This design comes from an exercise in tuning for small area and a short achievable clock period on the open sky130 flow, not from production work. Where RTL was checked, it was by simulation tests only, not by an equivalence proof against the original.

## fjord
Design Filter_IIR, start of the top module:
module Filter_IIR(Output, Input, clk, reset);
  input clk;
  input reset;
  input [31:0] Input;
  output [31:0] Output;
  reg [22:0] s1_d1, s1_d2;
  reg [22:0] s2_d1, s2_d2;
  reg [22:0] s3_d1, s3_d2;
  wire n0, n1;
  iir_ha un0 (.a(s1_d1[7]), .b(s1_d1[4]), .s(n0), .co(n1));
  wire n2, n3;
  iir_ha un2 (.a(s1_d1[8]), .b(s1_d1[5]), .s(n2), .co(n3));
  wire n4, n5;
  iir_ha un4 (.a(s1_d1[9]), .b(s1_d1[6]), .s(n4), .co(n5));
  wire n6, n7;
  iir_ha un6 (.a(s1_d1[10]), .b(s1_d1[7]), .s(n6), .co(n7));
  wire n8, n9;
  iir_ha un8 (.a(s1_d1[11]), .b(s1_d1[8]), .s(n8), .co(n9));
  wire n10, n11;
  iir_ha un10 (.a(s1_d1[12]), .b(s1_d1[9]), .s(n10), .co(n11));
  wire n12, n13;
  iir_ha un12 (.a(s1_d1[13]), .b(s1_d1[10]), .s(n12), .co(n13));
  wire n14, n15;
  iir_ha un14 (.a(s1_d1[14]), .b(s1_d1[11]), .s(n14), .co(n15));
  wire n16, n17;
  iir_ha un16 (.a(s1_d1[15]), .b(s1_d1[12]), .s(n16), .co(n17));
  wire n18, n19;
  iir_ha un18 (.a(s1_d1[16]), .b(s1_d1[13]), .s(n18), .co(n19));
  wire n20, n21;
  iir_ha un20 (.a(s1_d1[17]), .b(s1_d1[14]), .s(n20), .co(n21));
  wire n22, n23;
  iir_ha un22 (.a(s1_d1[18]), .b(s1_d1[15]), .s(n22), .co(n23));
  wire n24 = s1_d1[22] ^ s1_d1[19];
  wire n25 = s1_d1[22] | s1_d1[19];
  wire n26, n27;
  iir_ha un26 (.a(s1_d1[9]), .b(s1_d1[6]), .s(n26), .co(n27));
  wire n28, n29;
  ...
clock: 40.0 ns
lec_check: 0
cap_margin: 20
core_margin: 2
core_utilization: 60
gpl_timing_driven: 1
slew_margin: 20
synth_hierarchical: 1
synth_minimum_keep_size: 0
standard.sh (not shown) runs the stock make flow with config.mk's settings and CLKGATE_MAP_FILE= SYNTH_SCRIPT=/design/flow/synth_recipe.tcl, a recipe that flattens the netlist after the stock synthesis.
==> flow/flow/run.sh <==
#!/bin/bash
export BUFFER_PORTS_ARGS="-buffer_cell sky130_fd_sc_hd__buf_2"
bash standard.sh > standard.log 2>&1
fjord | stages: all done | timing, DRC, antenna: all pass
Relative to fjord, the following input files were edited for umber:
-- flow/config.mk --
<<< fjord, line 9
export CORE_MARGIN = 2
export CORE_UTILIZATION = 60
export GPL_TIMING_DRIVEN = 1
export SLEW_MARGIN = 20
>>> umber, line 9
export CORE_MARGIN = 2
export CORE_UTILIZATION = 40
export SLEW_MARGIN = 20
[summary]
umber against fjord: total routed wirelength down about 3%, fraction of the cycle the final worst path needs up 0.31 points, maximum frequency down about 0.4%, final antenna-violating net count flat. fjord vs umber, end point of the critical path: Output[28] vs Output[27].

* * *

Another version of the RTL of Filter_IIR (not shown whole).
For scale: ~30000 um2 of cells after synthesis.
export LEC_CHECK = 0
export CAP_MARGIN = 20
export CORE_MARGIN = 2
export CORE_UTILIZATION = 40
export CTS_BUF_LIST = sky130_fd_sc_hd__clkbuf_8
export CTS_CLUSTER_SIZE = 30
export SLEW_MARGIN = 20
export SYNTH_HIERARCHICAL = 1
export SYNTH_MINIMUM_KEEP_SIZE = 0
create_clock -name core_clock -period 40.0 [get_ports {clk}]
Scripts as last shown in full above: flow/flow/run.sh
Rerun with:
Settings changed: CTS_BUF_LIST sky130_fd_sc_hd__clkbuf_8 to not set, CTS_CLUSTER_SIZE 30 to not set.
- synthesized cell count is unchanged
- wire length is about the same
- flip-flop and latch count does not change
- clock-buffer cell count rose by 1
- global-route usage hardly moves
- synthesized area stays the same
- fmax stays flat
- utilization climbs by 0.25 points
- via count grows slightly
- final area rises slightly
No functional check of the RTL was part of any run of this note.

* * *

Another version of the RTL of Filter_IIR (not shown whole).
Size: about 66 I/O pins, about 29000 µm² of cells after synthesis.
==> flow/config.mk <==
export PLATFORM = sky130hd
export DESIGN_NAME = Filter_IIR
export DESIGN_NICKNAME = Filter_IIR
export VERILOG_FILES = /design/flow/design.v
export SDC_FILE = /design/flow/constraint.sdc
export NUM_CORES = 4
export LEC_CHECK = 0
export CAP_MARGIN = 20
export CORE_MARGIN = 2
export CORE_UTILIZATION = 40
export SLEW_MARGIN = 20
export SYNTH_HIERARCHICAL = 1
export SYNTH_MINIMUM_KEEP_SIZE = 0
==> flow/constraint.sdc <==
create_clock -name core_clock -period 40.0 [get_ports {clk}]
set_input_delay 8.0000 -clock core_clock [delete_from_list [all_inputs] [get_ports {clk}]]
set_output_delay 8.0000 -clock core_clock [all_outputs]
set_load 0.01 [all_outputs]
Scripts as last shown in full above: flow/flow/run.sh
==> next run, changes <==
CTS_BUF_LIST = sky130_fd_sc_hd__clkbuf_8   (was unset)
CTS_CLUSTER_SIZE = 30   (was unset)
Outcome: Synthesized area does not change; setup slack gets worse by 0.14 ns; global-route usage is about the same; cell area goes down slightly.

* * *

Setup of the baseline:
Filter_IIR, a different RTL version from the one above (not shown whole).
Size in the first run: ~140 flip-flops, roughly 66 I/O pins.
Settings: LEC_CHECK=0, CAP_MARGIN=20, CORE_MARGIN=2, CORE_UTILIZATION=40, SLEW_MARGIN=20, SYNTH_HIERARCHICAL=1, SYNTH_MINIMUM_KEEP_SIZE=0; clock period 40.0 ns.
==> flow/flow/run.sh <==
#!/bin/bash
export BUFFER_PORTS_ARGS="-buffer_cell sky130_fd_sc_hd__buf_2"
export SETUP_SLACK_MARGIN=12
bash standard.sh > standard.log 2>&1
Here is what was changed in the inputs of the candidate compared with the baseline.
==> flow/flow/run.sh <==
#!/bin/bash
export BUFFER_PORTS_ARGS="-buffer_cell sky130_fd_sc_hd__buf_2"
bash standard.sh > standard.log 2>&1
### Flow results
Of the two values seen for path type of the worst setup path, in2out was produced by the baseline and reg2out by the candidate.
The candidate vs the baseline: via count down in the candidate
met2 routing resource usage after global routing down 1.8 points in the candidate wrt the baseline
The candidate has less setup slack than the baseline.
The flow did not stop early for the candidate: all stages ran, and the layout cleared the timing, DRC and antenna checks.
The baseline → the candidate: area after detailed placement -about 0.4%; depth of the most critical reg-to-reg path -4; combined area of the multi-input logic cells -7.4%.
No functional check of the RTL was part of any run of this note.

* * *

Another version of the RTL of Filter_IIR (not shown whole).
For scale: about 160 flip-flops, about 66 I/O pins, roughly 30000 µm² of cells after synthesis.
clock: 40.0 ns
lec_check: 0
cap_margin: 20
core_margin: 2
core_utilization: 40
slew_margin: 20
synth_hierarchical: 1
synth_minimum_keep_size: 0
==> flow/flow/run.sh <==
#!/bin/bash
export BUFFER_PORTS_ARGS="-buffer_cell sky130_fd_sc_hd__buf_2"
bash standard.sh > standard.log 2>&1
==> next run, changes <==
Settings changed: CTS_BUF_LIST from default to sky130_fd_sc_hd__clkbuf_8, CTS_CLUSTER_SIZE from default to 30.
Cell count hardly moves; non-clock buffer count does not change; global-route usage stays flat; routed wire length barely changes; design area is lower by 0.58%; utilization is lower by 0.25 points; area after synthesis stays the same; die area stays the same; worst hold slack gets better by 0.0058 ns; register-to-register slack loses 0.04 ns.

* * *

## rev 12
Filter_IIR, a different RTL version from the one above (not shown whole).
Size in the first run: about 2500 cells after synthesis, about 66 I/O pins, ~0.030 mm2 of cells after synthesis.
clock: 40.0 ns
lec_check: 0
cap_margin: 20
core_margin: 2
core_utilization: 40
slew_margin: 20
synth_hierarchical: 1
synth_minimum_keep_size: 0
Scripts as last shown in full above: flow/flow/run.sh
Rev 12 completed every stage of the flow, and the final layout passed the timing, DRC and antenna checks.
### rev 12 -> rev 13
# rev 12
export LEC_CHECK = 0
export CAP_MARGIN = 20
export CORE_MARGIN = 2
export CORE_UTILIZATION = 40
export SLEW_MARGIN = 20
export SYNTH_HIERARCHICAL = 1
export SYNTH_MINIMUM_KEEP_SIZE = 0
create_clock -name core_clock -period 40.0 [get_ports {clk}]
# rev 13
export LEC_CHECK = 0
export CAP_MARGIN = 20
export CORE_MARGIN = 2
export CORE_UTILIZATION = 40
export CTS_BUF_LIST = sky130_fd_sc_hd__clkbuf_8
export CTS_CLUSTER_SIZE = 30
export SLEW_MARGIN = 20
export SYNTH_HIERARCHICAL = 1
export SYNTH_MINIMUM_KEEP_SIZE = 0
create_clock -name core_clock -period 40.0 [get_ports {clk}]
Findings:
Rev 13 against rev 12: minimum period implied by the final worst setup slack higher, synthesized instance count did not really move, final standard cell utilization of the core went down 0.25 points. Comparing rev 12 with rev 13, the ratio of final minimum period to clock period came out essentially unchanged.

==> port drivers added, routing unchanged <==
In the flow no input, the clock included, has a driving cell. The finished layouts below were timed again as built, in two steps. Step 1 assumes that a clkbuf_16 drives the clock port and a buf_2 every other input. Step 2 moves the port delays by t, midway between the first and last clock arrival at a register: inputs arrive t later, outputs are due t later. That takes back most of the time a late clock gives input paths. Slacks: ideal ports / drivers / drivers and shift; pairs: ideal ports / drivers.
run | t (ns) | setup slack, ns | worst setup path after step 2 | latest minus earliest clock arrival (ns) | cell pins on the clock port's net
fjord | 0.534 | 8.175 / 8.115 / 8.649 | register to output | 0.016 / 0.016 | 1
umber | 0.550 | 8.051 / 7.989 / 8.539 | register to output | 0.012 / 0.011 | 1
the first run of note 2 | 0.629 | 12.104 / 12.078 / 12.078 | input to output | 0.017 / 0.017 | 1
the second run of note 2 | 0.548 | 12.141 / 12.115 / 12.115 | input to output | 0.013 / 0.013 | 1
the first run of note 3 | 0.534 | 9.665 / 9.613 / 9.774 | input to output | 0.016 / 0.017 | 1
the second run of note 3 | 0.612 | 9.529 / 9.476 / 9.685 | input to output | 0.024 / 0.024 | 1
the baseline | 0.547 | 11.482 / 11.433 / 11.433 | input to output | 0.014 / 0.014 | 1
the candidate | 0.545 | 8.533 / 8.470 / 9.015 | register to output | 0.013 / 0.012 | 1
the first run of note 5 | 0.555 | 12.277 / 12.248 / 12.248 | input to output | 0.018 / 0.018 | 1
the second run of note 5 | 0.633 | 12.251 / 12.222 / 12.222 | input to output | 0.030 / 0.030 | 1
rev 12 | 0.555 | 12.277 / 12.248 / 12.248 | input to output | 0.018 / 0.018 | 1
rev 13 | 0.633 | 12.251 / 12.222 / 12.222 | input to output | 0.030 / 0.030 | 1
After both steps every run listed still meets setup and hold. For the baseline, which loses most, drivers alone change the setup slack by -0.049 ns; drivers and shift together by -0.049 ns.
